Source: an optimization exercise on an open RTL-to-GDS flow (aim: small area, a short achievable clock period and few clock cycles). Production flows keep margins and buffers that such runs may drop. RTL that was checked went through simulation tests only; none was proved equivalent to the original. For run 1, only the layout was checked, not whether the RTL still works.

<file path="flow/config.mk">
export PLATFORM = sky130hd
export DESIGN_NAME = BAS
export DESIGN_NICKNAME = BAS
export VERILOG_FILES = /design/flow/design.v
export SDC_FILE = /design/flow/constraint.sdc
export NUM_CORES = 8
export LEC_CHECK = 0
export ABC_AREA = 1
export CAP_MARGIN = 20
export CORE_MARGIN = 2
export CORE_UTILIZATION = 45
export SLEW_MARGIN = 20
</file>
<file path="flow/constraint.sdc">
create_clock -name core_clock -period 72.0 [get_ports {clk}]
set_input_delay 14.4000 -clock core_clock [delete_from_list [all_inputs] [get_ports {clk}]]
set_output_delay 14.4000 -clock core_clock [all_outputs]
set_load 0.01 [all_outputs]
</file>
<file path="flow/design.v">
module Bfloat16_add(input [15:0] c, input [15:0] d, output [15:0] sum);
    wire cbig = c[14:0] >= d[14:0];
    wire [15:0] b = cbig ? c : d;
    wire [15:0] s = cbig ? d : c;
    wire [7:0] ed = b[14:7] - s[14:7];
    wire [7:0] ns = (ed[7:3] != 5'd0) ? 8'd0 : ({1'b1, s[6:0]} >> ed[2:0]);
    wire [7:0] nb = {1'b1, b[6:0]};
    wire sub = c[15] ^ d[15];
    wire [8:0] r = sub ? {1'b0, nb} - {1'b0, ns} : {1'b0, nb} + {1'b0, ns};
    reg [2:0] pos;
    always @(*) begin
        casez (r[7:1])
            7'b1??????: pos = 3'd0;
            7'b01?????: pos = 3'd1;
            7'b001????: pos = 3'd2;
            7'b0001???: pos = 3'd3;
            7'b00001??: pos = 3'd4;
            7'b000001?: pos = 3'd5;
            7'b0000001: pos = 3'd6;
            default:    pos = 3'd7;
        endcase
    end
    wire [7:0] sh = r[7:0] << pos;
    wire [15:0] addres = r[8] ? {b[15], b[14:7] + 8'd1, r[7:1]} : {b[15], b[14:7], r[6:0]};
    wire [15:0] subres = (r[7:0] == 8'd0) ? 16'd0 :
                         {b[15], b[14:7] - {5'd0, pos}, (pos == 3'd7) ? 7'd0 : sh[6:0]};
    assign sum = sub ? subres : addres;
endmodule
module bf_addpos(input [14:0] c, input [14:0] d, output [14:0] sum);
    wire cbig = c >= d;
    wire [14:0] b = cbig ? c : d;
    wire [14:0] s = cbig ? d : c;
    wire [7:0] ed = b[14:7] - s[14:7];
    wire [7:0] ns = (ed[7:3] != 5'd0) ? 8'd0 : ({1'b1, s[6:0]} >> ed[2:0]);
    wire [8:0] r = {2'b01, b[6:0]} + {1'b0, ns};
    assign sum = r[8] ? {b[14:7] + 8'd1, r[7:1]} : {b[14:7], r[6:0]};
endmodule
module bf_add_slow(input [15:0] c, input [15:0] d, output [15:0] sum);
    wire [15:0] cmpc;
    assign cmpc[0] = 1'b1;
    genvar k;
    generate for (k = 0; k < 15; k = k + 1) begin : cm
        assign cmpc[k+1] = (c[k] & ~d[k]) | (c[k] & cmpc[k]) | (~d[k] & cmpc[k]);
    end endgenerate
    wire cbig = cmpc[15];
    wire [15:0] b = cbig ? c : d;
    wire [15:0] s = cbig ? d : c;
    wire [7:0] ed; wire edc;
    radd8 r1(b[14:7], ~s[14:7], 1'b1, ed, edc);
    wire [7:0] ns = (ed[7:3] != 5'd0) ? 8'd0 : ({1'b1, s[6:0]} >> ed[2:0]);
    wire [7:0] nb = {1'b1, b[6:0]};
    wire sub = c[15] ^ d[15];
    wire [7:0] rr; wire rco;
    radd8 r2(nb, sub ? ~ns : ns, sub, rr, rco);
    wire [8:0] r = {rco & !sub, rr};
    reg [2:0] pos;
    always @(*) begin
        casez (r[7:1])
            7'b1??????: pos = 3'd0;
            7'b01?????: pos = 3'd1;
            7'b001????: pos = 3'd2;
            7'b0001???: pos = 3'd3;
            7'b00001??: pos = 3'd4;
            7'b000001?: pos = 3'd5;
            7'b0000001: pos = 3'd6;
            default:    pos = 3'd7;
        endcase
    end
    wire [7:0] sh = r[7:0] << pos;
    wire [7:0] einc, edec; wire ic, dc;
    radd8 r3(b[14:7], 8'd0, 1'b1, einc, ic);
    radd8 r4(b[14:7], ~{5'd0, pos}, 1'b1, edec, dc);
    wire [15:0] addres = r[8] ? {b[15], einc, r[7:1]} : {b[15], b[14:7], r[6:0]};
    wire [15:0] subres = (r[7:0] == 8'd0) ? 16'd0 :
                         {b[15], edec, (pos == 3'd7) ? 7'd0 : sh[6:0]};
    assign sum = sub ? subres : addres;
endmodule
module radd8(input [7:0] a, input [7:0] b, input ci, output [7:0] s, output co);
    wire [8:0] c;
    assign c[0] = ci;
    genvar k;
    generate for (k = 0; k < 8; k = k + 1) begin : rc
        assign s[k] = a[k] ^ b[k] ^ c[k];
        assign c[k+1] = (a[k] & b[k]) | (a[k] & c[k]) | (b[k] & c[k]);
    end endgenerate
    assign co = c[8];
endmodule
module Bfloat16_mul(input [15:0] a, input [15:0] b, output [15:0] product);
    wire [15:0] fp;
    mant_mul m(a[6:0], b[6:0], fp);
    wire [7:0] m8 = fp[15] ? fp[15:8] : fp[14:7];
    wire rb = fp[15] ? fp[7] : fp[6];
    wire [7:0] rm; wire rc;
    radd8 r1(m8, 8'd0, rb, rm, rc);
    wire [7:0] e0, ex; wire c0, c1;
    radd8 r2(a[14:7], b[14:7], fp[15], e0, c0);
    radd8 r3(e0, 8'd129, rc, ex, c1);
    wire sg = a[15] ^ b[15];
    assign product = (a[14:0] == 15'd0 || b[14:0] == 15'd0) ? 16'd0 :
                     (a[14:7] == 8'd255 || b[14:7] == 8'd255) ? {sg, 8'd255, 7'd0} :
                     {sg, ex, rc ? 7'd0 : rm[6:0]};
endmodule
module bf_sq(input [14:0] a, output [14:0] product);
    wire [15:0] fp;
    mant_sq m(a[6:0], fp);
    wire [7:0] m8 = fp[15] ? fp[15:8] : fp[14:7];
    wire rb = fp[15] ? fp[7] : fp[6];
    wire [8:0] rm = {1'b0, m8} + {8'd0, rb};
    wire [7:0] ex = {a[13:7], fp[15]} + 8'd129 + {7'd0, rm[8]};
    assign product = (a == 15'd0) ? 15'd0 :
                     (a[14:7] == 8'd255) ? {8'd255, 7'd0} :
                     {ex, rm[8] ? 7'd0 : rm[6:0]};
endmodule
module bf_dbl(input [15:0] a, output [15:0] y);
    assign y = (a[14:0] == 15'd0) ? 16'd0 :
               (a[14:7] == 8'd255) ? {a[15], 8'd255, 7'd0} :
               {a[15], a[14:7] + 8'd1, a[6:0]};
endmodule
module mant_mul(input [6:0] a, input [6:0] b, output [15:0] p);
    wire t1 = (a[0] & b[6]) ^ (a[1] & b[5]);
    wire t2 = (a[0] & b[6]) & (a[1] & b[5]);
    wire t3 = a[0] ^ (a[1] & b[6]) ^ (a[2] & b[5]);
    wire t4 = (a[0] & (a[1] & b[6])) | (a[0] & (a[2] & b[5])) | ((a[1] & b[6]) & (a[2] & b[5]));
    wire t5 = (a[3] & b[4]) ^ (a[4] & b[3]);
    wire t6 = (a[3] & b[4]) & (a[4] & b[3]);
    wire t7 = a[1] ^ (a[2] & b[6]) ^ (a[3] & b[5]);
    wire t8 = (a[1] & (a[2] & b[6])) | (a[1] & (a[3] & b[5])) | ((a[2] & b[6]) & (a[3] & b[5]));
    wire t9 = (a[4] & b[4]) ^ (a[5] & b[3]);
    wire t10 = (a[4] & b[4]) & (a[5] & b[3]);
    wire t11 = a[2] ^ (a[3] & b[6]) ^ (a[4] & b[5]);
    wire t12 = (a[2] & (a[3] & b[6])) | (a[2] & (a[4] & b[5])) | ((a[3] & b[6]) & (a[4] & b[5]));
    wire t13 = (a[0] & b[4]) ^ (a[1] & b[3]);
    wire t14 = (a[0] & b[4]) & (a[1] & b[3]);
    wire t15 = (a[0] & b[5]) ^ (a[1] & b[4]) ^ (a[2] & b[3]);
    wire t16 = ((a[0] & b[5]) & (a[1] & b[4])) | ((a[0] & b[5]) & (a[2] & b[3])) | ((a[1] & b[4]) & (a[2] & b[3]));
    wire t17 = (a[3] & b[2]) ^ (a[4] & b[1]);
    wire t18 = (a[3] & b[2]) & (a[4] & b[1]);
    wire t19 = t1 ^ (a[2] & b[4]) ^ (a[3] & b[3]);
    wire t20 = (t1 & (a[2] & b[4])) | (t1 & (a[3] & b[3])) | ((a[2] & b[4]) & (a[3] & b[3]));
    wire t21 = (a[4] & b[2]) ^ (a[5] & b[1]) ^ (a[6] & b[0]);
    wire t22 = ((a[4] & b[2]) & (a[5] & b[1])) | ((a[4] & b[2]) & (a[6] & b[0])) | ((a[5] & b[1]) & (a[6] & b[0]));
    wire t23 = t2 ^ t3 ^ t5;
    wire t24 = (t2 & t3) | (t2 & t5) | (t3 & t5);
    wire t25 = (a[5] & b[2]) ^ (a[6] & b[1]) ^ b[0];
    wire t26 = ((a[5] & b[2]) & (a[6] & b[1])) | ((a[5] & b[2]) & b[0]) | ((a[6] & b[1]) & b[0]);
    wire t27 = t4 ^ t6 ^ t7;
    wire t28 = (t4 & t6) | (t4 & t7) | (t6 & t7);
    wire t29 = t9 ^ (a[6] & b[2]) ^ b[1];
    wire t30 = (t9 & (a[6] & b[2])) | (t9 & b[1]) | ((a[6] & b[2]) & b[1]);
    wire t31 = t8 ^ t10 ^ t11;
    wire t32 = (t8 & t10) | (t8 & t11) | (t10 & t11);
    wire t33 = (a[5] & b[4]) ^ (a[6] & b[3]) ^ b[2];
    wire t34 = ((a[5] & b[4]) & (a[6] & b[3])) | ((a[5] & b[4]) & b[2]) | ((a[6] & b[3]) & b[2]);
    wire t35 = t12 ^ a[3] ^ (a[4] & b[6]);
    wire t36 = (t12 & a[3]) | (t12 & (a[4] & b[6])) | (a[3] & (a[4] & b[6]));
    wire t37 = (a[5] & b[5]) ^ (a[6] & b[4]) ^ b[3];
    wire t38 = ((a[5] & b[5]) & (a[6] & b[4])) | ((a[5] & b[5]) & b[3]) | ((a[6] & b[4]) & b[3]);
    wire t39 = a[4] ^ (a[5] & b[6]) ^ (a[6] & b[5]);
    wire t40 = (a[4] & (a[5] & b[6])) | (a[4] & (a[6] & b[5])) | ((a[5] & b[6]) & (a[6] & b[5]));
    wire t41 = (a[0] & b[3]) ^ (a[1] & b[2]);
    wire t42 = (a[0] & b[3]) & (a[1] & b[2]);
    wire t43 = t13 ^ (a[2] & b[2]) ^ (a[3] & b[1]);
    wire t44 = (t13 & (a[2] & b[2])) | (t13 & (a[3] & b[1])) | ((a[2] & b[2]) & (a[3] & b[1]));
    wire t45 = t14 ^ t15 ^ t17;
    wire t46 = (t14 & t15) | (t14 & t17) | (t15 & t17);
    wire t47 = t16 ^ t18 ^ t19;
    wire t48 = (t16 & t18) | (t16 & t19) | (t18 & t19);
    wire t49 = t20 ^ t22 ^ t23;
    wire t50 = (t20 & t22) | (t20 & t23) | (t22 & t23);
    wire t51 = t24 ^ t26 ^ t27;
    wire t52 = (t24 & t26) | (t24 & t27) | (t26 & t27);
    wire t53 = t28 ^ t30 ^ t31;
    wire t54 = (t28 & t30) | (t28 & t31) | (t30 & t31);
    wire t55 = t32 ^ t34 ^ t35;
    wire t56 = (t32 & t34) | (t32 & t35) | (t34 & t35);
    wire t57 = t36 ^ t38 ^ t39;
    wire t58 = (t36 & t38) | (t36 & t39) | (t38 & t39);
    wire t59 = t40 ^ a[5] ^ (a[6] & b[6]);
    wire t60 = (t40 & a[5]) | (t40 & (a[6] & b[6])) | (a[5] & (a[6] & b[6]));
    wire t61 = (a[0] & b[2]) ^ (a[1] & b[1]);
    wire t62 = (a[0] & b[2]) & (a[1] & b[1]);
    wire t63 = t41 ^ (a[2] & b[1]) ^ (a[3] & b[0]);
    wire t64 = (t41 & (a[2] & b[1])) | (t41 & (a[3] & b[0])) | ((a[2] & b[1]) & (a[3] & b[0]));
    wire t65 = t42 ^ t43 ^ (a[4] & b[0]);
    wire t66 = (t42 & t43) | (t42 & (a[4] & b[0])) | (t43 & (a[4] & b[0]));
    wire t67 = t44 ^ t45 ^ (a[5] & b[0]);
    wire t68 = (t44 & t45) | (t44 & (a[5] & b[0])) | (t45 & (a[5] & b[0]));
    wire t69 = t46 ^ t47 ^ t21;
    wire t70 = (t46 & t47) | (t46 & t21) | (t47 & t21);
    wire t71 = t48 ^ t49 ^ t25;
    wire t72 = (t48 & t49) | (t48 & t25) | (t49 & t25);
    wire t73 = t50 ^ t51 ^ t29;
    wire t74 = (t50 & t51) | (t50 & t29) | (t51 & t29);
    wire t75 = t52 ^ t53 ^ t33;
    wire t76 = (t52 & t53) | (t52 & t33) | (t53 & t33);
    wire t77 = t54 ^ t55 ^ t37;
    wire t78 = (t54 & t55) | (t54 & t37) | (t55 & t37);
    wire t79 = t56 ^ t57 ^ b[4];
    wire t80 = (t56 & t57) | (t56 & b[4]) | (t57 & b[4]);
    wire t81 = t58 ^ t59 ^ b[5];
    wire t82 = (t58 & t59) | (t58 & b[5]) | (t59 & b[5]);
    wire t83 = t60 ^ a[6] ^ b[6];
    wire t84 = (t60 & a[6]) | (t60 & b[6]) | (a[6] & b[6]);
    wire [15:0] r0 = {1'b0, t84, t82, t80, t78, t76, t74, t72, t70, t68, t66, t64, t62, t61, (a[0] & b[1]), (a[0] & b[0])};
    wire [15:0] r1 = {1'b0, 1'b1, t83, t81, t79, t77, t75, t73, t71, t69, t67, t65, t63, (a[2] & b[0]), (a[1] & b[0]), 1'b0};
    wire [16:0] cy;
    assign cy[0] = 1'b0;
    genvar k;
    generate for (k = 0; k < 16; k = k + 1) begin : rc
        assign p[k] = r0[k] ^ r1[k] ^ cy[k];
        assign cy[k+1] = (r0[k] & r1[k]) | (r0[k] & cy[k]) | (r1[k] & cy[k]);
    end endgenerate
endmodule
module mant_sq(input [6:0] a, output [15:0] p);
    wire t1 = a[0] ^ (a[1] & a[6]);
    wire t2 = a[0] & (a[1] & a[6]);
    wire t3 = (a[0] & a[5]) ^ (a[1] & a[4]);
    wire t4 = (a[0] & a[5]) & (a[1] & a[4]);
    wire t5 = (a[0] & a[6]) ^ (a[1] & a[5]);
    wire t6 = (a[0] & a[6]) & (a[1] & a[5]);
    wire t7 = t1 ^ (a[2] & a[5]) ^ (a[3] & a[4]);
    wire t8 = (t1 & (a[2] & a[5])) | (t1 & (a[3] & a[4])) | ((a[2] & a[5]) & (a[3] & a[4]));
    wire t9 = t2 ^ a[1] ^ (a[2] & a[6]);
    wire t10 = (t2 & a[1]) | (t2 & (a[2] & a[6])) | (a[1] & (a[2] & a[6]));
    wire t11 = a[2] ^ (a[3] & a[6]) ^ (a[4] & a[5]);
    wire t12 = (a[2] & (a[3] & a[6])) | (a[2] & (a[4] & a[5])) | ((a[3] & a[6]) & (a[4] & a[5]));
    wire t13 = (a[0] & a[3]) ^ (a[1] & a[2]);
    wire t14 = (a[0] & a[3]) & (a[1] & a[2]);
    wire t15 = (a[0] & a[4]) ^ (a[1] & a[3]);
    wire t16 = (a[0] & a[4]) & (a[1] & a[3]);
    wire t17 = t3 ^ (a[2] & a[3]) ^ a[3];
    wire t18 = (t3 & (a[2] & a[3])) | (t3 & a[3]) | ((a[2] & a[3]) & a[3]);
    wire t19 = t4 ^ t5 ^ (a[2] & a[4]);
    wire t20 = (t4 & t5) | (t4 & (a[2] & a[4])) | (t5 & (a[2] & a[4]));
    wire t21 = t6 ^ t7 ^ a[4];
    wire t22 = (t6 & t7) | (t6 & a[4]) | (t7 & a[4]);
    wire t23 = t8 ^ t9 ^ (a[3] & a[5]);
    wire t24 = (t8 & t9) | (t8 & (a[3] & a[5])) | (t9 & (a[3] & a[5]));
    wire t25 = t10 ^ t11 ^ a[5];
    wire t26 = (t10 & t11) | (t10 & a[5]) | (t11 & a[5]);
    wire t27 = t12 ^ a[3] ^ (a[4] & a[6]);
    wire t28 = (t12 & a[3]) | (t12 & (a[4] & a[6])) | (a[3] & (a[4] & a[6]));
    wire t29 = a[4] ^ (a[5] & a[6]) ^ a[6];
    wire t30 = (a[4] & (a[5] & a[6])) | (a[4] & a[6]) | ((a[5] & a[6]) & a[6]);
    wire [15:0] r0 = {1'b0, a[6], t30, t28, t26, t24, t22, t20, t18, t16, t14, t13, (a[0] & a[2]), (a[0] & a[1]), 1'b0, a[0]};
    wire [15:0] r1 = {1'b0, 1'b1, a[5], t29, t27, t25, t23, t21, t19, t17, t15, a[2], 1'b0, a[1], 1'b0, 1'b0};
    wire [16:0] cy;
    assign cy[0] = 1'b0;
    genvar k;
    generate for (k = 0; k < 16; k = k + 1) begin : rc
        assign p[k] = r0[k] ^ r1[k] ^ cy[k];
        assign cy[k+1] = (r0[k] & r1[k]) | (r0[k] & cy[k]) | (r1[k] & cy[k]);
    end endgenerate
endmodule
module fitness_lin(input [15:0] x, input [15:0] y, output [15:0] u, output [15:0] v);
    wire [15:0] x2, y2, s1, s2;
    bf_dbl d1(y, y2);
    bf_dbl d2(x, x2);
    Bfloat16_add a1(x, y2, s1);
    Bfloat16_add a2(x2, y, s2);
    Bfloat16_add a3(s1, 16'hC0E0, u);
    Bfloat16_add a4(s2, 16'hC0A0, v);
endmodule
module fitness_sq(input [15:0] u, input [15:0] v, output [14:0] f);
    wire [14:0] u2, v2;
    bf_sq q1(u[14:0], u2);
    bf_sq q2(v[14:0], v2);
    bf_addpos a1(u2, v2, f);
endmodule
module twin_lfsr(input clk, input reset, input step, input [8:0] seed1, input [8:0] seed2,
                 output [15:0] n1, output [15:0] n2);
    reg [8:0] N1, N2;
    always @(posedge clk) begin
        if (reset) begin
            N1 <= seed1;
            N2 <= seed2;
        end else if (step) begin
            N1 <= {N1[7], N1[6], N1[5] ^ N1[8], N1[8], N1[0], N1[4], N1[3] ^ N1[0], N1[2], N1[1]};
            N2 <= {N2[7], N2[6], N2[5] ^ N2[8], N2[8], N2[0], N2[4], N2[3] ^ N2[0], N2[2], N2[1]};
        end
    end
    assign n1 = {N1[8], 5'b01111, N1[7], 1'b1, 1'b0, N1[6:0]};
    assign n2 = {N2[8], 5'b01111, N2[7], 1'b1, 1'b0, N2[6:0]};
endmodule
module BAS(input clk, input reset, input [8:0]count, input [8:0]seed1, input [8:0]seed2, input [15:0]xi, input [15:0]yi, input [15:0]P, input [15:0]E, output [15:0]xo, output [15:0]yo, output [15:0]fo, output [31:0]clk_cnt, output reg done);
    reg [15:0] x, y, p, e;
    reg [14:0] f;
    reg [8:0] cnt, itc;
    reg [2:0] ph;
    reg ini, run;
    wire ph0 = ph == 3'd0, ph1 = ph == 3'd1, ph2 = ph == 3'd2;
    wire ph3 = ph == 3'd3, ph4 = ph == 3'd4, ph5 = ph == 3'd5;
    wire [15:0] dx, dy;
    twin_lfsr lfsr(clk, reset, ph1, seed1, seed2, dx, dy);
    wire useE = ph0 | ph1;
    wire useY = ph5 | ph1;
    wire [15:0] ma = useE ? e : p;
    wire [15:0] d = useY ? dy : dx;
    wire [15:0] mp;
    Bfloat16_mul m1(ma, {d[15] & !useE, d[14:0]}, mp);
    reg [15:0] opa, opb, opc;
    reg q1, q2, i1, i2;
    reg [14:0] fr;                       
    reg [15:0] x1, y1;
    reg sg, acc0, fin, updr;
    wire upd = fin & updr;               
    wire last = (itc + 9'd1 == cnt);
    wire [15:0] xs = upd ? x1 : x;
    wire [15:0] ys = upd ? y1 : y;
    wire flip = (ph1 & (p[14:0] != 15'd0)) | ((ph3 | (ph5 & sg)) & (e[14:0] != 15'd0));
    wire [15:0] ox = (ph0 | ph1) ? opa : opc;
    wire [15:0] sx = {ox[15] ^ flip, ox[14:0]};
    wire [15:0] sy = {opb[15] ^ flip, opb[14:0]};
    wire [15:0] ax, ay;
    bf_add_slow a1(xs, sx, ax);
    bf_add_slow a2(ys, sy, ay);
    wire issue = run & (ph0 | ph1 | ph2 | ph3);
    wire [15:0] u, v;
    fitness_lin lin(x1, y1, u, v);
    reg [15:0] u2, v2;
    wire [14:0] fs;
    fitness_sq sq(u2, v2, fs);
    wire le = fs <= f;
    always @(posedge clk) begin
        if (ph4) opa <= mp;
        if (ph0) opc <= mp;
        if (ph5 | ph1) opb <= mp;
        x1 <= ini ? x : ax;
        y1 <= ini ? y : ay;
        u2 <= u;
        v2 <= v;
        if (ph2) fr <= fs;
        if (ph3) sg <= !(fr > fs);
        if (ph4) acc0 <= le;
        if (ph5) updr <= sg ? le : acc0;
        if (reset) begin
            x <= xi;
            y <= yi;
            p <= P;
            e <= E;
            cnt <= count;
            itc <= 9'd0;
            ph <= 3'd4;
            ini <= 1'b1;
            run <= count != 9'd0;
            done <= 1'b0;
            q1 <= 1'b0;
            q2 <= 1'b0;
            i1 <= 1'b0;
            i2 <= 1'b0;
            fin <= 1'b0;
        end else begin
            ini <= 1'b0;
            q1 <= issue;
            q2 <= q1;
            i1 <= ini;
            i2 <= i1;
            ph <= ph5 ? 3'd0 : ph + 3'd1;
            fin <= q2 & ph5;
            if (i2) begin
                f <= fs;
                if (!run) done <= 1'b1;
            end
            if (q2 && (ph4 && !sg || ph5 && sg) && le) f <= fs;
            if (fin) begin
                x <= xs;
                y <= ys;
                itc <= itc + 9'd1;
                if (last) begin
                    done <= 1'b1;
                    run <= 1'b0;
                end
            end
        end
    end
    assign xo = x;
    assign yo = y;
    assign fo = {1'b0, f};
    assign clk_cnt = {23'd0, itc};
endmodule
</file>
<file path="flow/flow/run.sh">
#!/bin/bash
# The standard layout, with plain buf_1 cells as the port buffers
set -euo pipefail
bash standard.sh "BUFFER_PORTS_ARGS=-buffer_cell sky130_fd_sc_hd__buf_1" finish > standard.log 2>&1
</file>
<file path="flow/standard.sh">
#!/bin/bash
# synth_recipe.tcl (not shown) runs the flow's synth.tcl, then flattens the netlist and writes it again
# the make line also repeats each setting of config.mk as NAME=value (left out here)
make -C /OpenROAD-flow-scripts/flow DESIGN_CONFIG=/design/flow/config.mk WORK_HOME=/design/flow/orfs CLKGATE_MAP_FILE= SYNTH_SCRIPT=/design/flow/synth_recipe.tcl "${@:-finish}"
</file>
==> results of run 1 <==
==> kinds of logic after synthesis <==
kind of cell | count (synthesis)
and+or+nand+nor | 2155
buffers and inverters | 896
AOI/OAI and AO/OA | 734
adders and majority gates | 335
DFF | 254
xor gates and xnor gates | 142
muxes | 15
other | 1
==> cell usage in the layout (no fill, tap or decap), types with 12 or more instances in the layout <==
cell type	netlist	layout
xor2_1	99	99
a221oi_1	14	14
nand3b_1	17	17
or2_2	37	37
a22oi_1	13	13
o22ai_1	17	17
inv_1	737	736
nand3_1	297	297
fa_1	101	101
buf_4	26	20
conb_1	1	24
o211ai_1	51	51
nand2_4	20	20
buf_1	4	148
nand2_2	52	53
mux2i_1	15	15
nor2_1	380	379
edfxtp_1	173	173
nand4_1	53	53
dfxtp_1	81	81
nand2_1	1164	1163
clkinv_1	14	18
clkbuf_16	0	32
a21oi_1	142	141
xnor2_1	41	41
inv_2	24	25
o21ai_0	367	366
nor4_1	19	19
nor2_4	11	12
nand3_2	13	13
o21ai_1	51	52
ha_1	234	234
nor3_1	44	44
a211oi_1	14	14
==> cell type report <==
cell class | instances | area, sq um | share of cell area (%)
well taps | 873 | 1090 | 3.33
clock buffers | 42 | 861 | 2.63
flip-flops and latches | 254 | 6820 | 20.8
multi-input cells | 3405 | 20200 | 61.7
clock inverters | 14 | 130 | 0.397
inverters | 779 | 2930 | 8.95
repair buffers | 169 | 713 | 2.18
==> critical path, delay by kind of cell (launching register included) <==
family          cells  cell delay, ns
xor+xnor            3            0.51
buf+inv            15            1.47
flops               1            0.49
simple gates       21            3.47
compound gates     13            4.19
fa+ha+maj          18            5.74
==> stage by stage <==
stage	hold slack, ns	worst slack (ns)
floorplan	0.388	55.74
global placement	0.394	55.64
detailed placement	0.396	55.62
CTS	0.407	55.66
global route	0.432	54.00
finish	0.406	55.70
==> worst max path at each step <==
stage / from / endpoint / slack [ns] / cells after the start
after floorplan: reset / x[0] / 55.74 / 3
after global placement: reset / y[14] / 55.64 / 4
after detailed placement: reset / y[3] / 55.62 / 4
after CTS: u2[5] / f[0] / 55.66 / 70
after global routing: u2[5] / f[1] / 54.00 / 70
final: u2[5] / f[0] / 55.70 / 70
==> routing by layer <==
layer / wire length [um] / global-route usage (%)
met5: 0 / 0
met4: 1990 / 5.79
met3: 3470 / 2.20
met2: 38500 / 39.9
met1: 38600 / 31.8
==> run summary, run 1 <==
Fin. Hold Viols 0; GRT Total Usage 23.4%; CTS tree done; clock slew seen by the registers of the worst setup and hold paths 0.06 ns; DRC viols 0; clock sinks 254; grt total ovfl 0; YS warnings 4; CTS hold repair buffers 0; Max-Cap Viols 0; # placed instances 5,480; WL per Instance 14.9 um; Tightest Pin Transition 1.01 ns; P&R area growth vs syn 7.55%; Crit Reg-Reg Endpoint f[0]; Detailed Routing Iterations Pass 1 6; Adder-Cell Fraction of Synth Area 16.2%; die area 69,800 sq um; WP data arrival 16.50 ns; Synth top area share 17.1%; Post-CTS Setup Bufs 0; post-synthesis sequential area ratio 22.4%; Synth Area in XOR/XNOR 4.13%; Final Util 48.9%; I/O Pins 174; via count 28,543; post-route cell area 32,800 sq um; RSZ-0062 raised after global routing no; critical hold path startpoint q1; total CTS buffers 30; Synth area leader edfxtp_1; Port Buffers 149; pin count of the biggest net entering global routing 75; core outline area 67,000 sq um; hold path depth 2; most common flop cell mapped by yosys edfxtp_1; Worst Path Required 72.20 ns; Yosys reg bits 254; Post-Route WL 82,500 um; max incr delay on CP 0.85 ns; H-tree levels 1; Cells after Synth 4,532; final period utilization 22.6%; fin crit period 16.30 ns; CTS root buffer clkbuf_16; Pins Over Slew Limit 0; Top cell by count, worst path inv_1; flop2flop setup slack 55.70 ns; top cells by count, synth nand2_1 (1,164), inv_1 (737), nor2_1 (380), o21ai_0 (367), nand3_1 (297); largest family of logic cells by synthesized area simple AND/OR/NAND/NOR gates; row count 95; crit path capture type flip-flop; Slew headroom 32.2%; Nets 5,067; Synth Area in Compound Gates 13.8%; height of the die 264 um; crit path max-delay cell type a21oi_2; Longest Clk Path Bufs 3; post_cts resized 0; hold path endpoint q2; f_max 61.4 MHz; count of final setup violators 0; status timing/DRC/antenna clean; Synth Cell Area 30,500 sq um; layout cells sized above 1 5.70%; reg-to-reg critical path startpoint u2[5]; # diodes 0; Finished Layout Cells 5,536; R2R cell count 70; vias in the first global route 26,538; clock latency at the later pin of the worst-skew pair 0.60 ns; drt initial violations 2,051; Startpoint Class flip-flop; Worst Path Max Fanout 30; setup TNS 0 ns; dpl cell area 31,800 sq um; Post-DP HPWL 67,700 um; first-pass GRT wire length 134,000 um; remaining antenna violation count 0; Yosys cell types 80; Avg Inst Size Synth 6.72 sq um; vias per cell 5.16; fill cell count 7,031; cell with the most instances after synthesis nand2_1; main area contributors after synthesis edfxtp_1 (17%), nand2_1 (14%), ha_1 (9.6%); proportion of synthesized area in mux cells 0.493%; initial antenna violation count 1; share of synthesized registers carrying an async set or reset 0%; Starting Density 45.4%; Post-Synth Simple-Gate Area 31.3%; placer congestion estimate 0.923; final clock skew 0.0317 ns; CP Class flip-flop to flip-flop; EDFF count, synth 173; Die Width 264 um; Hold Crit Class flip-flop to flip-flop
==> run 2: changes to the inputs <==
--- a/flow/design.v
+++ b/flow/design.v
@@ -301,7 +301,9 @@
     reg [15:0] opa, opb, opc;
-    reg q1, q2, i1, i2;
-    reg [14:0] fr;                       
+    reg q1, q2, q3, i1, i2, i3;
+    reg [14:0] f3;
     reg [15:0] x1, y1;
-    reg sg, acc0, fin, updr;
-    wire upd = fin & updr;               
+    reg sg, acc0;
+    wire le = f3 <= f;
+    wire fin = q3 & ph0;                 
+    wire upd = fin & (sg ? le : acc0);   
     wire last = (itc + 9'd1 == cnt);
@@ -322,3 +324,2 @@
     fitness_sq sq(u2, v2, fs);
-    wire le = fs <= f;
     always @(posedge clk) begin
@@ -331,6 +332,5 @@
         v2 <= v;
-        if (ph2) fr <= fs;
-        if (ph3) sg <= !(fr > fs);
-        if (ph4) acc0 <= le;
-        if (ph5) updr <= sg ? le : acc0;
+        f3 <= fs;
+        if (ph3) sg <= !(f3 > fs);
+        if (ph5) acc0 <= le;
         if (reset) begin
@@ -348,5 +348,6 @@
             q2 <= 1'b0;
+            q3 <= 1'b0;
             i1 <= 1'b0;
             i2 <= 1'b0;
-            fin <= 1'b0;
+            i3 <= 1'b0;
         end else begin
@@ -355,11 +356,12 @@
             q2 <= q1;
+            q3 <= q2;
             i1 <= ini;
             i2 <= i1;
+            i3 <= i2;
             ph <= ph5 ? 3'd0 : ph + 3'd1;
-            fin <= q2 & ph5;
-            if (i2) begin
-                f <= fs;
+            if (i3) begin
+                f <= f3;
                 if (!run) done <= 1'b1;
             end
-            if (q2 && (ph4 && !sg || ph5 && sg) && le) f <= fs;
+            if (q3 && (ph5 && !sg || ph0 && sg) && le) f <= f3;
             if (fin) begin
==> run summary, run 2 <==
share of synthesized registers carrying an async set or reset 0% (unchanged); status timing/DRC/antenna clean (unchanged); most common flop cell mapped by yosys edfxtp_1 (unchanged); final period utilization 22.3% (was 22.6%); met3 routed WL 3290 um (was 3470 um); main area contributors after synthesis edfxtp_1 (16%), nand2_1 (15%), ha_1 (9.7%) (was edfxtp_1 (17%), nand2_1 (14%), ha_1 (9.6%)); Post-DP HPWL 66,600 um (was 67,700 um); Die Width 263 um (was 264 um); remaining antenna violation count 0 (unchanged); Tightest Pin Transition 1.02 ns (was 1.01 ns); Detailed Routing Iterations Pass 1 5 (was 6); vias per cell 5.11 (was 5.16); GRT Total Usage 23.1% (was 23.4%); max layer used met4 (unchanged); Slew headroom 31.6% (was 32.2%); placer congestion estimate 0.908 (was 0.923); CP Class input pin to flip-flop (was flip-flop to flip-flop); grt total ovfl 0 (unchanged); initial antenna violation count 0 (was 1); total CTS buffers 29 (was 30); I/O Pins 174 (unchanged); crit path capture type flip-flop (unchanged); cell with the most instances after synthesis nand2_1 (unchanged); # placed instances 5,518 (was 5,480); Final Util 48.7% (was 48.9%); met1 WL 36,700 um (was 38,600 um); H-tree levels 1 (unchanged); Synth top area share 15.6% (was 17.1%); DRC viols 0 (unchanged); Pins Over Slew Limit 0 (unchanged); drt initial violations 1,583 (was 2,051); pin count of the biggest net entering global routing 98 (was 75); top cells by count, synth nand2_1 (1,216), inv_1 (744), nor2_1 (401), o21ai_0 (387), nand3_1 (256) (was nand2_1 (1,164), inv_1 (737), nor2_1 (380), o21ai_0 (367), nand3_1 (297)); most frequent cells in the layout nand2_1 (1,215), inv_1 (744), nor2_1 (399) (was nand2_1 (1,163), inv_1 (736), nor2_1 (379)); CTS hold repair buffers 0 (unchanged); Post-Route WL 81,400 um (was 82,500 um); clock latency at the later pin of the worst-skew pair 0.60 ns (about the same); CTS root buffer clkbuf_16 (unchanged); height of the die 263 um (was 264 um); core outline area 66,900 sq um (was 67,000 sq um); Longest Clk Path Bufs 3 (unchanged); Post-CTS Setup Bufs 0 (unchanged); final clock skew 0.0198 ns (was 0.0317 ns); count of final setup violators 0 (unchanged); Avg Inst Size Synth 6.63 sq um (was 6.72 sq um); Nets 5,104 (was 5,067); WP data arrival 16.29 ns (was 16.50 ns); clock sinks 254 (unchanged); Port Buffers 149 (unchanged); Adder-Cell Fraction of Synth Area 16.3% (was 16.2%); Cells after Synth 4,569 (was 4,532); first-pass GRT wire length 132,000 um (was 134,000 um); Yosys reg bits 254 (unchanged); Max-Cap Viols 0 (unchanged); setup ws final 55.94 ns (was 55.70 ns); commonest non-fill, non-tap cell in the layout nand2_1 (unchanged); layout cells sized above 1 5.62% (was 5.70%); Synth Area in Compound Gates 14.4% (was 13.8%); Fin. Hold Viols 0 (unchanged); Post-Synth Simple-Gate Area 30.9% (was 31.3%); P&R area growth vs syn 7.62% (was 7.55%); Worst Path Required 72.23 ns (was 72.20 ns); row count 95 (unchanged); die area 69,400 sq um (was 69,800 sq um); post_cts resized 0 (unchanged); via count 28,442 (was 28,543); Finished Layout Cells 5,568 (was 5,536); CTS tree done (unchanged); fin crit period 16.06 ns (was 16.30 ns); EDFF count, synth 157 (was 173); Synth Area in XOR/XNOR 3.96% (was 4.13%); proportion of synthesized area in mux cells 0.529% (was 0.493%); Startpoint Class input pin (was flip-flop); met2 WL 39,200 um (was 38,500 um); setup TNS 0 ns (unchanged); Starting Density 45.3% (was 45.4%); Synth area leader edfxtp_1 (unchanged); Place WS 54.99 ns (was 55.62 ns); f_max 62.3 MHz (was 61.4 MHz); post-synthesis sequential area ratio 22.0% (was 22.4%); YS warnings 4 (unchanged); Worst Path Max Fanout 47 (was 30); Synth Cell Area 30,300 sq um (was 30,500 sq um); vias in the first global route 26,319 (was 26,538); Yosys cell types 75 (was 80); WL per Instance 14.6 um (was 14.9 um); fill cell count 6,891 (was 7,031); # diodes 0 (unchanged); largest family of logic cells by synthesized area simple AND/OR/NAND/NOR gates (unchanged); Hold Crit Class flip-flop to flip-flop (unchanged); RSZ-0062 raised after global routing no (unchanged); clock slew seen by the registers of the worst setup and hold paths 0.06 ns (about the same)
## run 2: cell types whose count changed in the layout (fill, tap and decap cells not counted), moves of 9 or more
cell / delta
a21oi_1: +15
nand2_1: +52
edfxtp_1: -16
o22ai_1: +9
dfxtp_1: +16
o21ai_0: +20
o21ai_1: -16
nand3_1: -41
nor2_1: +20
## run 2: critical path: stages
cell and delay [ns]:
clkbuf_4 0.45, clkinv_1 0.64, nand2_4 0.71
## run 2: final timing paths
| check | startpoint | to | slack [ns] | depth (start not counted) |
|---|---|---|---|---|
| worst max-delay path | reset | x[2] | 55.94 | 3 |
| worst min-delay path | i2 | i3 | 0.40 | 2 |
| worst max register to register | u2[4] | sg | 56.81 | 73 |
| worst min register to register | i2 | i3 | 0.40 | 2 |
## run 2: kinds of logic (layout without fill, tap and decap cells)
group	count (synthesis)	after routing
XOR/XNOR	137	137
other	1	24
adder cells (fa/ha/maj)	335	335
buffers and inverters	904	1007
flip-flops	254	254
multiplexers	16	16
AND/OR/NAND/NOR	2158	2158
AO/OA/AOI/OAI	764	764
## run 2: metal layers
layer,track usage (%),vias up
li1,-,14962
met1,30.1,12881
met2,40.4,490
met3,2.53,109
met4,6.07,0
met5,0,-
## run 2: through the flow
stage | cell area (sq um) | hold slack, ns
after floorplan | 30400 | 0.388
after global placement | 31600 | 0.389
after detailed placement | 31600 | 0.395
after CTS | 32600 | 0.404
after global routing | 32600 | 0.418
final | 32600 | 0.405
## run 2: final cells by class
class                           instances  area (sq um)  share of cell area [%]
Tap cell                              873          1090                    3.35
Sequential cell                       254          6660                    20.4
Clock buffer                           32           737                    2.26
Clock inverter                         18           263                   0.806
Timing Repair Buffer                  169           713                    2.19
Inverter                              788          2960                    9.09
Multi-Input combinational cell       3434         20200                    61.9
Testbench counts of run 2, summed over its fixed seeds: cycles 288,456.
==> run 3: changes to the inputs <==
==> flow/flow/run.sh (replaced) <==
#!/bin/bash
# The standard layout, except:
# - synthesis maps the logic with the ABC script flow/area.abc in place of
#   ORFS's area script (same synthesis otherwise: synth_recipe.tcl);
# - plain buf_1 cells as the port buffers;
# - timing repair aiming at 56.5 ns of setup slack.
set -euo pipefail
W=$PWD
cat > "$W/flow_synth.tcl" <<TCL
proc abc {args} {
  set i [lsearch -exact \$args -script]
  if {\$i >= 0} { lset args [expr {\$i + 1}] $W/flow/area.abc }
  yosys abc {*}\$args
}
source $W/synth_recipe.tcl
TCL
bash standard.sh "SYNTH_SCRIPT=$W/flow_synth.tcl" "BUFFER_PORTS_ARGS=-buffer_cell sky130_fd_sc_hd__buf_1" SETUP_SLACK_MARGIN=56.5 finish > standard.log 2>&1
==> flow/flow/area.abc (new file) <==
strash
dch
map -a
topo
stime -c
buffer -c
upsize -c
dnsize -c
==> run summary, run 3 <==
Worst Path Max Fanout 2 (was 47); crit path max-delay cell type edfxtp_1 (was nand2_4); pin count of the biggest net entering global routing 81 (was 98); WP data arrival 1.27 ns (was 16.29 ns); Post-DP HPWL 63,200 um (was 66,600 um); Worst Path Required 57.60 ns (was 72.23 ns); I/O Pins 174 (unchanged); Post-Route WL 80,100 um (was 81,400 um); via count 27,106 (was 28,442); Tightest Pin Transition 1.05 ns (was 1.02 ns); CTS root buffer clkbuf_16 (unchanged); count of final setup violators 0 (unchanged); Max-Cap Viols 0 (unchanged); CP top delay family flip-flops (was buffers and inverters); share of synthesized registers carrying an async set or reset 0% (unchanged); die area 64,200 sq um (was 69,400 sq um); DRC viols 0 (unchanged); remaining antenna violation count 0 (unchanged); setup TNS 0 ns (unchanged); height of the die 253 um (was 263 um); Nets 4,684 (was 5,104); Yosys reg bits 254 (unchanged); Slew headroom 30.0% (was 31.6%); main area contributors after synthesis edfxtp_1 (17%), ha_1 (10%), nand2_1 (9.3%) (was edfxtp_1 (16%), nand2_1 (15%), ha_1 (9.7%)); Startpoint Class flip-flop (was input pin); WL per Instance 15.7 um (was 14.6 um); first-pass GRT wire length 125,000 um (was 132,000 um); vias per cell 5.30 (was 5.11); placer congestion estimate 0.938 (was 0.908); Worst Path Buf+Inv 1 (was 2); clock latency at the later pin of the worst-skew pair 0.63 ns (was 0.60 ns); Longest Clk Path Bufs 3 (unchanged); crit-path cells buf_1 (was clkbuf_4 > clkinv_1 > nand2_4); max incr delay on CP 0.50 ns (was 0.71 ns); status timing/DRC/antenna clean (unchanged); RSZ-0062 raised after global routing yes (was no); commonest non-fill, non-tap cell in the layout nand2_1 (unchanged); GRT Total Usage 24.0% (was 23.1%); most frequent cells in the layout nand2_1 (681), inv_1 (583), nor2_1 (526) (was nand2_1 (1,215), inv_1 (744), nor2_1 (399)); final clock skew 0.0425 ns (was 0.0198 ns); drt initial violations 1,859 (was 1,583); Cells after Synth 4,004 (was 4,569); vias in the first global route 24,281 (was 26,319); CTS hold repair buffers 0 (unchanged); cell with the most instances after synthesis nand2_1 (unchanged); Pins Over Slew Limit 0 (unchanged); top cells by count, synth nand2_1 (693), inv_1 (594), nor2_1 (550), o21ai_0 (406), a21oi_1 (288) (was nand2_1 (1,216), inv_1 (744), nor2_1 (401), o21ai_0 (387), nand3_1 (256)); Hold Crit Class flip-flop to flip-flop (unchanged); Avg Inst Size Synth 6.99 sq um (was 6.63 sq um); layout cells sized above 1 13.0% (was 5.62%); crit path capture type output port (was flip-flop); clock slew seen by the registers of the worst setup and hold paths 0.06 ns (about the same); CTS tree done (unchanged); row count 91 (was 95); grt total ovfl 0 (unchanged); total CTS buffers 30 (was 29); P&R area growth vs syn 15.5% (was 7.62%); most common flop cell mapped by yosys edfxtp_1 (unchanged); Detailed Routing Iterations Pass 1 6 (was 5); H-tree levels 1 (unchanged); YS warnings 4 (unchanged); f_max 63.8 MHz (was 62.3 MHz); Die Width 253 um (was 263 um); Yosys cell types 78 (was 75); post-synthesis sequential area ratio 23.8% (was 22.0%); final period utilization 21.8% (was 22.3%); initial antenna violation count 1 (was 0); Starting Density 45.4% (was 45.3%); core outline area 61,600 sq um (was 66,900 sq um); Synth Cell Area 28,000 sq um (was 30,300 sq um); # diodes 0 (unchanged); CP Class flip-flop to output port (was input pin to flip-flop); Synth top area share 16.9% (was 15.6%); fill cell count 6,188 (was 6,891); Synth area leader edfxtp_1 (unchanged); EDFF count, synth 157 (unchanged); Fin. Hold Viols 0 (unchanged); fin crit period 15.67 ns (was 16.06 ns); clock sinks 254 (unchanged); Port Buffers 149 (unchanged)
run 3: changes by cell type after synthesis, sizes merged, moves of 22 or more:
cell and delta:
o211ai -32, nand3 -193, o21ai +30, a21oi +133
nand2 -583, inv -132, nand4 -22, nor2 +159
run 3: metal layers:
layer  global-route usage (%)  part of all wire [%]
met1                     32.3                    45
met5                        0                 0.016
met2                     40.5                    47
met4                     6.44                   2.9
met3                     2.81                   5.3
run 3: worst register-to-register path, delay by kind of cell (launching register included):
| family | cells | cell delay, ns |
|---|---|---|
| AOI/OAI and AO/OA | 24 | 3.93 |
| xor gates and xnor gates | 6 | 0.88 |
| adders and majority gates | 9 | 2.51 |
| buffers and inverters | 19 | 1.69 |
| DFF | 1 | 0.38 |
| and+or+nand+nor | 42 | 5.05 |
run 3: layout make-up:
| class | instances | area, sq um | area share, % |
|---|---|---|---|
| clock buffers | 38 | 801 | 2.48 |
| inverters | 656 | 2500 | 7.75 |
| well taps | 837 | 1050 | 3.24 |
| repair buffers | 307 | 1970 | 6.09 |
| multi-input cells | 3006 | 19100 | 59.1 |
| clock inverters | 18 | 186 | 0.577 |
| repair inverters | 1 | 7.51 | 0.0232 |
| flip-flops and latches | 254 | 6700 | 20.7 |
run 3: timing repair:
| action | 4_1_cts | 5_1_grt |
|---|---|---|
| pin swaps | 1 | 66 |
| setup buffers | 43 | 93 |
| cloned | 0 | 3 |
| endpoints found under the hold margin | 0 | 0 |
| resized for setup | 78 | 216 |
| setup endpoints to repair | 185 | 125 |
run 3: path summary, 6_finish.rpt:
check        start     end  slack (ns)  cells past startpoint
max           x[1]   xo[1]       56.33                      1
max reg2reg  x1[8]  v2[13]       57.48                    100
min             q2      q3        0.40                      2
min reg2reg     q2      q3        0.40                      2
run 3: stage by stage:
stage | util (%) | setup slack [ns] | hold WS [ns] | cell area, sq um | instances
5_1_grt | 52.5 | 56.28 | 0.423 | 32300 | 5117
6_report | 52.5 | 56.33 | 0.403 | 32300 | 5117
2_1_floorplan | - | 56.50 | 0.388 | 28100 | 4027
3_5_place_dp | 47.6 | 55.40 | 0.398 | 29300 | 4922
4_1_cts | 50.1 | 56.28 | 0.403 | 30900 | 5021
3_3_place_gp | 47.6 | 55.35 | 0.392 | 29300 | 4922
run 3: logic make-up (layout without fill, tap and decap cells):
kind of cell	after synthesis	count (layout)	synth area share (%)
AO/OA/AOI/OAI	961	961	19.7
XOR/XNOR	147	147	4.66
adder cells (fa/ha/maj)	336	336	17.7
buffers and inverters	768	1020	10.8
flip-flops	254	254	23.8
multiplexers	25	25	0.894
other	1	24	0.0134
AND/OR/NAND/NOR	1512	1513	22.5
==> run 4: changes to the inputs <==
==> flow/flow/area.abc (replaced) <==
strash
&get -n
&dch -f
&nf -p -R 1000
&put
topo
stime -c
buffer -c
upsize -c
dnsize -c
==> run summary, run 4 <==
setup ws final 56.35 ns (was 56.33 ns); CTS hold repair buffers 0 (unchanged); core outline area 60,500 sq um (was 61,600 sq um); most frequent cells in the layout nand2_1 (377), nor2_1 (291), inv_1 (286) (was nand2_1 (681), inv_1 (583), nor2_1 (526)); final period utilization 21.7% (was 21.8%); critical path depth in cells 1 (unchanged); Worst Path Buf+Inv 1 (unchanged); Place WS 53.95 ns (was 55.40 ns); Starting Density 45.7% (was 45.4%); Avg Inst Size Synth 8.16 sq um (was 6.99 sq um); clock sinks 254 (unchanged); Nets 4,078 (was 4,684); max layer used met4 (was met5); Worst Path Required 57.60 ns (about the same); placer congestion estimate 0.906 (was 0.938); share of synthesized registers carrying an async set or reset 0% (unchanged); Yosys cell types 102 (was 78); Cells after Synth 3,382 (was 4,004); YS warnings 4 (unchanged); crit path max-delay cell type edfxtp_1 (unchanged); height of the die 252 um (was 253 um); Pins Over Slew Limit 0 (unchanged); initial antenna violation count 0 (was 1); H-tree levels 1 (unchanged); f_max 63.9 MHz (was 63.8 MHz); met2 WL 37,100 um (was 37,600 um); max incr delay on CP 0.48 ns (was 0.50 ns); WL per Instance 16.9 um (was 15.7 um); Post-Route WL 75,400 um (was 80,100 um); Synth Cell Area 27,600 sq um (was 28,000 sq um); fill cell count 5,663 (was 6,188); pin count of the biggest net entering global routing 76 (was 81); crit path capture type output port (unchanged); Yosys reg bits 254 (unchanged); row count 90 (was 91); vias in the first global route 22,454 (was 24,281); Max-Cap Viols 0 (unchanged); vias per cell 5.53 (was 5.30); most common flop cell mapped by yosys edfxtp_1 (unchanged); CTS tree done (unchanged); Detailed Routing Iterations Pass 1 8 (was 6); Post-DP HPWL 56,700 um (was 63,200 um); met1 WL 33,500 um (was 35,900 um); clock slew seen by the registers of the worst setup and hold paths 0.06 ns (about the same); met3 routed WL 2520 um (was 4250 um); via count 24,640 (was 27,106); crit path to yo[10] (was xo[1]); count of final setup violators 0 (unchanged); WP data arrival 1.25 ns (was 1.27 ns); layout cells sized above 1 16.9% (was 13.0%); DRC viols 0 (unchanged); Fin. Hold Viols 0 (unchanged); cell with the most instances after synthesis nand2_1 (unchanged); WHS 0.434 ns (was 0.403 ns); die area 63,400 sq um (was 64,200 sq um); first-pass GRT wire length 117,000 um (was 125,000 um); flop2flop setup slack 57.14 ns (was 57.48 ns); post-synthesis sequential area ratio 24.1% (was 23.8%); Crit Reg-Reg Endpoint x1[14] (was v2[13]); remaining antenna violation count 0 (unchanged); main area contributors after synthesis edfxtp_1 (17%), ha_1 (11%), fa_1 (7.3%) (was edfxtp_1 (17%), ha_1 (10%), nand2_1 (9.3%)); clock latency at the later pin of the worst-skew pair 0.61 ns (was 0.63 ns); Hold Crit Class flip-flop to flip-flop (unchanged); grt total ovfl 0 (unchanged); status timing/DRC/antenna clean (unchanged); R2R cell count 67 (was 100); reg-to-reg critical path startpoint f[2] (was x1[8]); EDFF count, synth 157 (unchanged); Longest Clk Path Bufs 3 (unchanged); CP Class flip-flop to output port (unchanged); Synth top area share 17.1% (was 16.9%); top cells by count, synth nand2_1 (390), nor2_1 (305), inv_1 (288), o21ai_0 (268), a21oi_1 (263) (was nand2_1 (693), inv_1 (594), nor2_1 (550), o21ai_0 (406), a21oi_1 (288)); Startpoint Class flip-flop (unchanged); drt initial violations 1,586 (was 1,859); commonest non-fill, non-tap cell in the layout nand2_1 (unchanged); I/O Pins 174 (unchanged); final clock skew 0.0252 ns (was 0.0425 ns); Tightest Pin Transition 0.981 ns (was 1.05 ns); GRT Total Usage 22.6% (was 24.0%); Die Width 252 um (was 253 um); RSZ-0062 raised after global routing yes (unchanged); fin crit period 15.65 ns (was 15.67 ns); Critical Path Start y[10] (was x[1]); Slew headroom 34.0% (was 30.0%); setup TNS 0 ns (unchanged); total CTS buffers 31 (was 30); CTS root buffer clkbuf_16 (unchanged); Synth area leader edfxtp_1 (unchanged); Port Buffers 149 (unchanged); Worst Path Max Fanout 2 (unchanged); P&R area growth vs syn 17.7% (was 15.5%); crit-path cells buf_1 (unchanged); CP top delay family flip-flops (unchanged)
## run 4: per-stage QoR
| step | instances | area, sq um | util, % |
|---|---|---|---|
| 3_5_place_dp | 4219 | 28900 | 47.8 |
| 6_report | 4458 | 32500 | 53.8 |
| 3_3_place_gp | 4219 | 28900 | 47.8 |
| 2_1_floorplan | 3405 | 27800 | - |
| 5_1_grt | 4457 | 32500 | 53.7 |
| 4_1_cts | 4360 | 31000 | 51.3 |
## run 4: layout make-up
cell class                 count  area, sq um  share of cell area, %
multi-input combinational   2699        20100                   61.8
sequential                   254         6720                   20.7
timing repair buffer         362         2460                   7.56
inverter                     301         1140                   3.50
tap                          782          978                   3.01
clock buffer                  34          807                   2.48
clock inverter                24          297                  0.912
timing repair inverter         1         7.51                 0.0231
antenna                        1         2.50                0.00770
## run 4: metal layers
metal | up-vias | track usage (%)
met5 | - | 0
met4 | 0 | 6.29
met3 | 126 | 1.83
met2 | 519 | 39.9
met1 | 11652 | 29.7
li1 | 12343 | -
## run 4: repair_timing
action / 4_1_cts / 5_1_grt
setup endpoints to repair: 134 / 90
setup buffers: 79 / 90
pin swaps: 24 / 66
cloned: 4 / 7
gates resized for setup: 107 / 194
## run 4: worst min path at each step
stage	from	end	depth (start not counted)
2_1_floorplan	f3[0]	f[0]	0
3_3_place_gp	f3[0]	f[0]	0
3_5_place_dp	f3[0]	f[0]	0
4_1_cts	f3[0]	f[0]	0
5_1_grt	q1	q2	1
6_report	f3[0]	f[0]	0
## run 4: logic make-up (layout without fill, tap and decap cells)
kind of cell	count (synthesis)	in the layout	share of synthesized area (%)
other	1	25	0.0136
multiplexers	195	195	7.45
AO/OA/AOI/OAI	824	824	17.8
buffers and inverters	455	722	6.72
flip-flops	254	254	24.1
adder cells (fa/ha/maj)	351	351	18.5
AND/OR/NAND/NOR	1077	1080	18.2
XOR/XNOR	225	225	7.22
==> run 5: changes to the inputs <==
--- a/flow/flow/run.sh
+++ b/flow/flow/run.sh
@@ -5,3 +5,3 @@
 # - plain buf_1 cells as the port buffers;
-# - timing repair aiming at 56.5 ns of setup slack.
+# - timing repair aiming at 56.2 ns of setup slack.
 set -euo pipefail
@@ -16,2 +16,2 @@
 TCL
-bash standard.sh "SYNTH_SCRIPT=$W/flow_synth.tcl" "BUFFER_PORTS_ARGS=-buffer_cell sky130_fd_sc_hd__buf_1" SETUP_SLACK_MARGIN=56.5 finish > standard.log 2>&1
+bash standard.sh "SYNTH_SCRIPT=$W/flow_synth.tcl" "BUFFER_PORTS_ARGS=-buffer_cell sky130_fd_sc_hd__buf_1" SETUP_SLACK_MARGIN=56.2 finish > standard.log 2>&1
==> flow/flow/area.abc (replaced) <==
strash
dch
map -a
topo
stime -c
buffer -c
upsize -c
dnsize -c
==> run summary, run 5 <==
placer congestion estimate 0.929 (was 0.906); flop2flop setup slack 57.18 ns (was 57.14 ns); Starting Density 45.4% (was 45.7%); most common flop cell mapped by yosys edfxtp_1 (unchanged); fin crit period 15.72 ns (was 15.65 ns); CTS tree done (unchanged); Nets 4,597 (was 4,078); EDFF count, synth 157 (unchanged); Slew headroom 35.0% (was 34.0%); CTS root buffer clkbuf_16 (unchanged); YS warnings 4 (unchanged); die area 64,200 sq um (was 63,400 sq um); Reg area 6670 sq um (was 6720 sq um); hold path endpoint i3 (was f[0]); CP top delay family flip-flops (unchanged); status timing/DRC/antenna clean (unchanged); f_max 63.6 MHz (was 63.9 MHz); drt initial violations 2,206 (was 1,586); core outline area 61,600 sq um (was 60,500 sq um); Max-Cap Viols 0 (unchanged); Avg Inst Size Synth 6.99 sq um (was 8.16 sq um); Synth Cell Area 28,000 sq um (was 27,600 sq um); layout cells sized above 1 9.04% (was 16.9%); CP Class flip-flop to output port (unchanged); total CTS buffers 31 (unchanged); first-pass GRT wire length 125,000 um (was 117,000 um); Fin. Hold Viols 0 (unchanged); Port Buffers 149 (unchanged); CTS hold repair buffers 0 (unchanged); reg-to-reg critical path startpoint x1[8] (was f[2]); count of final setup violators 0 (unchanged); Longest Clk Path Bufs 3 (unchanged); final clock skew 0.0319 ns (was 0.0252 ns); critical hold path startpoint i2 (was f3[0]); cell with the most instances after synthesis nand2_1 (unchanged); setup TNS 0 ns (unchanged); crit path max-delay cell type edfxtp_1 (unchanged); main area contributors after synthesis edfxtp_1 (17%), ha_1 (10%), nand2_1 (9.3%) (was edfxtp_1 (17%), ha_1 (11%), fa_1 (7.3%)); Post-Route WL 78,800 um (was 75,400 um); WP data arrival 1.32 ns (was 1.25 ns); vias in the first global route 24,239 (was 22,454); Post-DP HPWL 63,300 um (was 56,700 um); Die Width 253 um (was 252 um); crit path capture type output port (unchanged); Multi-input gate area 18,900 sq um (was 20,100 sq um); crit-path cells buf_1 (unchanged); Worst Path Required 57.60 ns (about the same); Tightest Pin Transition 0.971 ns (was 0.981 ns); I/O Pins 174 (unchanged); Synth area leader edfxtp_1 (unchanged); top cells by count, synth nand2_1 (693), inv_1 (594), nor2_1 (550), o21ai_0 (406), a21oi_1 (288) (was nand2_1 (390), nor2_1 (305), inv_1 (288), o21ai_0 (268), a21oi_1 (263)); P&R area growth vs syn 12.1% (was 17.7%); fill cell count 6,224 (was 5,663); Worst Path Max Fanout 3 (was 2); via count 26,365 (was 24,640); Yosys reg bits 254 (unchanged); R2R cell count 93 (was 67); # diodes 0 (was 1); hold path depth 2 (was 0); RSZ-0062 raised after global routing yes (unchanged); Worst Path Buf+Inv 1 (unchanged); GRT Total Usage 24.0% (was 22.6%); clock sinks 254 (unchanged); Pins Over Slew Limit 0 (unchanged); H-tree levels 1 (unchanged); vias per cell 5.24 (was 5.53); remaining antenna violation count 0 (unchanged); initial antenna violation count 0 (unchanged); Detailed Routing Iterations Pass 1 6 (was 8); post-synthesis sequential area ratio 23.8% (was 24.1%); clock slew seen by the registers of the worst setup and hold paths 0.07 ns (was 0.06 ns); max incr delay on CP 0.47 ns (was 0.48 ns); Yosys cell types 78 (was 102); row count 91 (was 90); DRC viols 0 (unchanged); Synth top area share 16.9% (was 17.1%); grt total ovfl 0 (unchanged); WL per Instance 15.7 um (was 16.9 um); commonest non-fill, non-tap cell in the layout nand2_1 (unchanged); post-route cell area 31,400 sq um (was 32,500 sq um); height of the die 253 um (was 252 um); clock latency at the later pin of the worst-skew pair 0.62 ns (was 0.61 ns); Startpoint Class flip-flop (unchanged); WHS 0.405 ns (was 0.434 ns); pin count of the biggest net entering global routing 86 (was 76); Cells after Synth 4,004 (was 3,382); Crit Reg-Reg Endpoint v2[12] (was x1[14]); final period utilization 21.8% (was 21.7%); most frequent cells in the layout nand2_1 (683), inv_1 (585), nor2_1 (531) (was nand2_1 (377), nor2_1 (291), inv_1 (286)); dpl cell area 29,300 sq um (was 28,900 sq um); share of synthesized registers carrying an async set or reset 0% (unchanged); Hold Crit Class flip-flop to flip-flop (unchanged)
run 5: worst max path at each step:
stage	startpoint	endpoint	cells past startpoint
final	y[4]	yo[4]	1
after global routing	x1[8]	v2[12]	101
after global placement	reset	y[4]	4
after CTS	x1[8]	v2[13]	103
after floorplan	reset	x[0]	3
after detailed placement	reset	x[2]	4
run 5: metal layers:
layer / global-route usage [%] / wire length (um)
met2: 40.9 / 37100
met3: 2.45 / 3570
met1: 32.5 / 36000
met4: 6.19 / 2180
met5: 0 / 0
run 5: logic make-up (layout without fill, tap and decap cells):
group,Yosys count,in the layout,synth area share [%]
AO/OA/AOI/OAI,961,961,19.7
XOR/XNOR,147,147,4.66
adder cells (fa/ha/maj),336,336,17.7
buffers and inverters,768,934,10.8
flip-flops,254,254,23.8
multiplexers,25,25,0.894
other,1,24,0.0134
AND/OR/NAND/NOR,1512,1513,22.5
run 5: metrics by stage:
stage / setup WS [ns] / util (%) / instances
finish: 56.28 / 50.9 / 5031
floorplan: 56.24 / - / 4027
CTS: 56.12 / 49.5 / 4985
global placement: 55.07 / 47.6 / 4924
global route: 56.06 / 50.9 / 5031
detailed placement: 55.06 / 47.6 / 4924
run 5: final cells by class:
cell class / count / share of cell area (%)
Multi-Input combinational cell: 3006 / 60.3
Clock buffer: 32 / 2.52
Clock inverter: 26 / 0.930
Tap cell: 837 / 3.34
Timing Repair Buffer: 220 / 3.66
Sequential cell: 254 / 21.3
Inverter: 656 / 7.95
run 5: timing repair:
| action | in CTS | in global routing |
|---|---|---|
| buffers inserted | 3 | 45 |
| gates cloned | 0 | 1 |
| pin swaps | 1 | 39 |
| resized for setup | 20 | 136 |
| endpoints found under the setup margin | 66 | 34 |
==> run 6: changes to the inputs <==
==> flow/flow/area.abc (replaced) <==
strash
dch -f
amap
topo
stime -c
buffer -c
upsize -c
dnsize -c
==> run summary, run 6 <==
height of the die 247 um (was 253 um); Post-DP HPWL 58,900 um (was 63,300 um); setup ws final 56.25 ns (was 56.28 ns); status timing/DRC/antenna clean (unchanged); placer congestion estimate 0.908 (was 0.929); # diodes 0 (unchanged); CTS tree done (unchanged); WHS 0.426 ns (was 0.405 ns); Longest Clk Path Bufs 3 (unchanged); Worst Path Buf+Inv 1 (unchanged); clock latency at the later pin of the worst-skew pair 0.58 ns (was 0.62 ns); vias per cell 5.79 (was 5.24); initial antenna violation count 0 (unchanged); pin count of the biggest net entering global routing 71 (was 86); Place WS 53.23 ns (was 55.06 ns); layout cells sized above 1 17.6% (was 9.04%); YS warnings 4 (unchanged); first-pass GRT wire length 122,000 um (was 125,000 um); die area 60,900 sq um (was 64,200 sq um); main area contributors after synthesis edfxtp_1 (18%), ha_1 (11%), fa_1 (7.6%) (was edfxtp_1 (17%), ha_1 (10%), nand2_1 (9.3%)); Post-Route WL 80,200 um (was 78,800 um); final period utilization 21.9% (was 21.8%); Port Buffers 149 (unchanged); crit path max-delay cell type edfxtp_1 (unchanged); WP data arrival 1.35 ns (was 1.32 ns); share of synthesized registers carrying an async set or reset 0% (unchanged); vias in the first global route 23,767 (was 24,239); Multi-input gate area 19,100 sq um (was 18,900 sq um); crit-path cells buf_1 (unchanged); Nets 4,259 (was 4,597); CP top delay family flip-flops (unchanged); final clock skew 0.0250 ns (was 0.0319 ns); # placed instances 4,368 (was 4,924); Cells after Synth 3,515 (was 4,004); GRT Total Usage 24.7% (was 24.0%); Finished Layout Cells 4,621 (was 5,031); Worst Path Required 57.60 ns (about the same); crit path capture type output port (unchanged); max incr delay on CP 0.45 ns (was 0.47 ns); Synth area leader edfxtp_1 (unchanged); Startpoint Class flip-flop (unchanged); Yosys reg bits 254 (unchanged); cell with the most instances after synthesis nor2_1 (was nand2_1); top cells by count, synth nor2_1 (535), inv_1 (520), o22ai_1 (292), nand2_1 (286), a21oi_1 (255) (was nand2_1 (693), inv_1 (594), nor2_1 (550), o21ai_0 (406), a21oi_1 (288)); Detailed Routing Iterations Pass 1 8 (was 6); Hold Crit Class flip-flop to flip-flop (unchanged); f_max 63.5 MHz (was 63.6 MHz); Pins Over Slew Limit 0 (unchanged); Yosys cell types 80 (was 78); I/O Pins 174 (unchanged); clock sinks 254 (unchanged); Tightest Pin Transition 1.12 ns (was 0.971 ns); fin crit period 15.75 ns (was 15.72 ns); fill cell count 5,435 (was 6,224); H-tree levels 2 (was 1); commonest non-fill, non-tap cell in the layout nor2_1 (was nand2_1); CP Class flip-flop to output port (unchanged); core outline area 58,000 sq um (was 61,600 sq um); setup TNS 0 ns (unchanged); clock slew seen by the registers of the worst setup and hold paths 0.05 ns (was 0.07 ns); grt total ovfl 0 (unchanged); Die Width 247 um (was 253 um); RSZ-0062 raised after global routing yes (unchanged); via count 26,746 (was 26,365); Synth top area share 17.8% (was 16.9%); most frequent cells in the layout nor2_1 (507), inv_1 (483), nand2_1 (273) (was nand2_1 (683), inv_1 (585), nor2_1 (531)); Avg Inst Size Synth 7.55 sq um (was 6.99 sq um); total CTS buffers 34 (was 31); drt initial violations 1,976 (was 2,206); WL per Instance 17.4 um (was 15.7 um); P&R area growth vs syn 22.2% (was 12.1%); Worst Path Max Fanout 3 (unchanged); Final Util 55.9% (was 50.9%); CTS root buffer clkbuf_16 (unchanged); EDFF count, synth 157 (unchanged); Max-Cap Viols 0 (unchanged); Slew headroom 25.5% (was 35.0%); post-synthesis sequential area ratio 25.1% (was 23.8%); Starting Density 45.7% (was 45.4%); Reg area 6700 sq um (was 6670 sq um); row count 88 (was 91); Synth Cell Area 26,500 sq um (was 28,000 sq um); CTS hold repair buffers 0 (unchanged); remaining antenna violation count 0 (unchanged); Fin. Hold Viols 0 (unchanged); DRC viols 0 (unchanged); count of final setup violators 0 (unchanged); most common flop cell mapped by yosys edfxtp_1 (unchanged)
## run 6: path summary, 6_finish.rpt
check                            start     end  slack, ns  depth (start not counted)
worst max-delay path              x[0]   xo[0]      56.25                          1
worst min-delay path             f3[0]    f[0]       0.43                          0
worst max register to register  x1[10]  v2[13]      56.66                         98
worst min register to register   f3[0]    f[0]       0.43                          0
## run 6: what timing repair did
item / CTS / global route
resized for setup: 111 / 362
setup endpoints to repair: 96 / 59
setup buffers: 37 / 143
pin swaps: 29 / 168
cloned: 5 / 6
## run 6: kinds of logic (layout without fill, tap and decap cells)
family / count (synthesis) / after routing / share of synthesized area, %
flip-flops: 254 / 254 / 25.1
adder cells (fa/ha/maj): 335 / 335 / 18.7
XOR/XNOR: 2 / 2 / 0.0661
buffers and inverters: 672 / 989 / 9.89
other: 1 / 24 / 0.0141
AO/OA/AOI/OAI: 1154 / 1154 / 28.3
AND/OR/NAND/NOR: 1097 / 1098 / 18.0
## run 6: final cells by class
cell class	count	area share [%]
Multi-Input combinational cell	2613	59.0
Sequential cell	254	20.7
Timing Repair Buffer	370	7.17
Inverter	553	6.64
Tap cell	765	2.95
Clock buffer	44	2.80
Clock inverter	17	0.676
Timing Repair inverter	5	0.0849
## run 6: metrics by stage
stage                     cell area, sq um
after CTS                            29800
final                                32400
after global routing                 32400
after detailed placement             27900
after floorplan                      26600
after global placement               27900
## run 6: per-layer routing
metal  track usage, %  share of wire, %  vias up
met2             42.2                48      833
met4             7.34               3.1        0
met1             32.8                43    12461
li1                 -                 -    13291
met3             2.62               5.2      161
met5                0                 0        -

[afterwards: timing with drivers on the ports]
In the flow no input, the clock included, has a driving cell. The finished layouts below were timed again as built, in two steps. Step 1: set_driving_cell puts a clkbuf_16 on clk and a buf_2 on each other input, an assumption about the parent block. Step 2 moves the port delays by t, midway between the first and last clock arrival at a register: inputs arrive t later, outputs are due t later. That takes back most of the time a late clock gives input paths. Slacks: ideal ports / drivers / drivers and shift; pairs: ideal ports / drivers.
run	t, ns	setup WS [ns]	latest minus earliest clock arrival (ns)	cell pins on the clock port's net
run 1	0.647	55.702 / 55.702 / 55.591	0.031 / 0.032	1
run 2	0.656	55.941 / 55.983 / 55.327	0.020 / 0.020	1
run 3	0.667	56.326 / 56.266 / 55.961	0.044 / 0.044	1
run 4	0.661	56.346 / 56.284 / 55.976	0.026 / 0.025	1
run 5	0.669	56.280 / 56.217 / 55.690	0.036 / 0.035	1
run 6	0.624	56.251 / 56.190 / 55.787	0.025 / 0.026	1
After both steps every run listed still meets setup and hold. The setup slack of run 2, which loses most, moves by +0.042 ns with the drivers and by -0.614 ns with both steps.
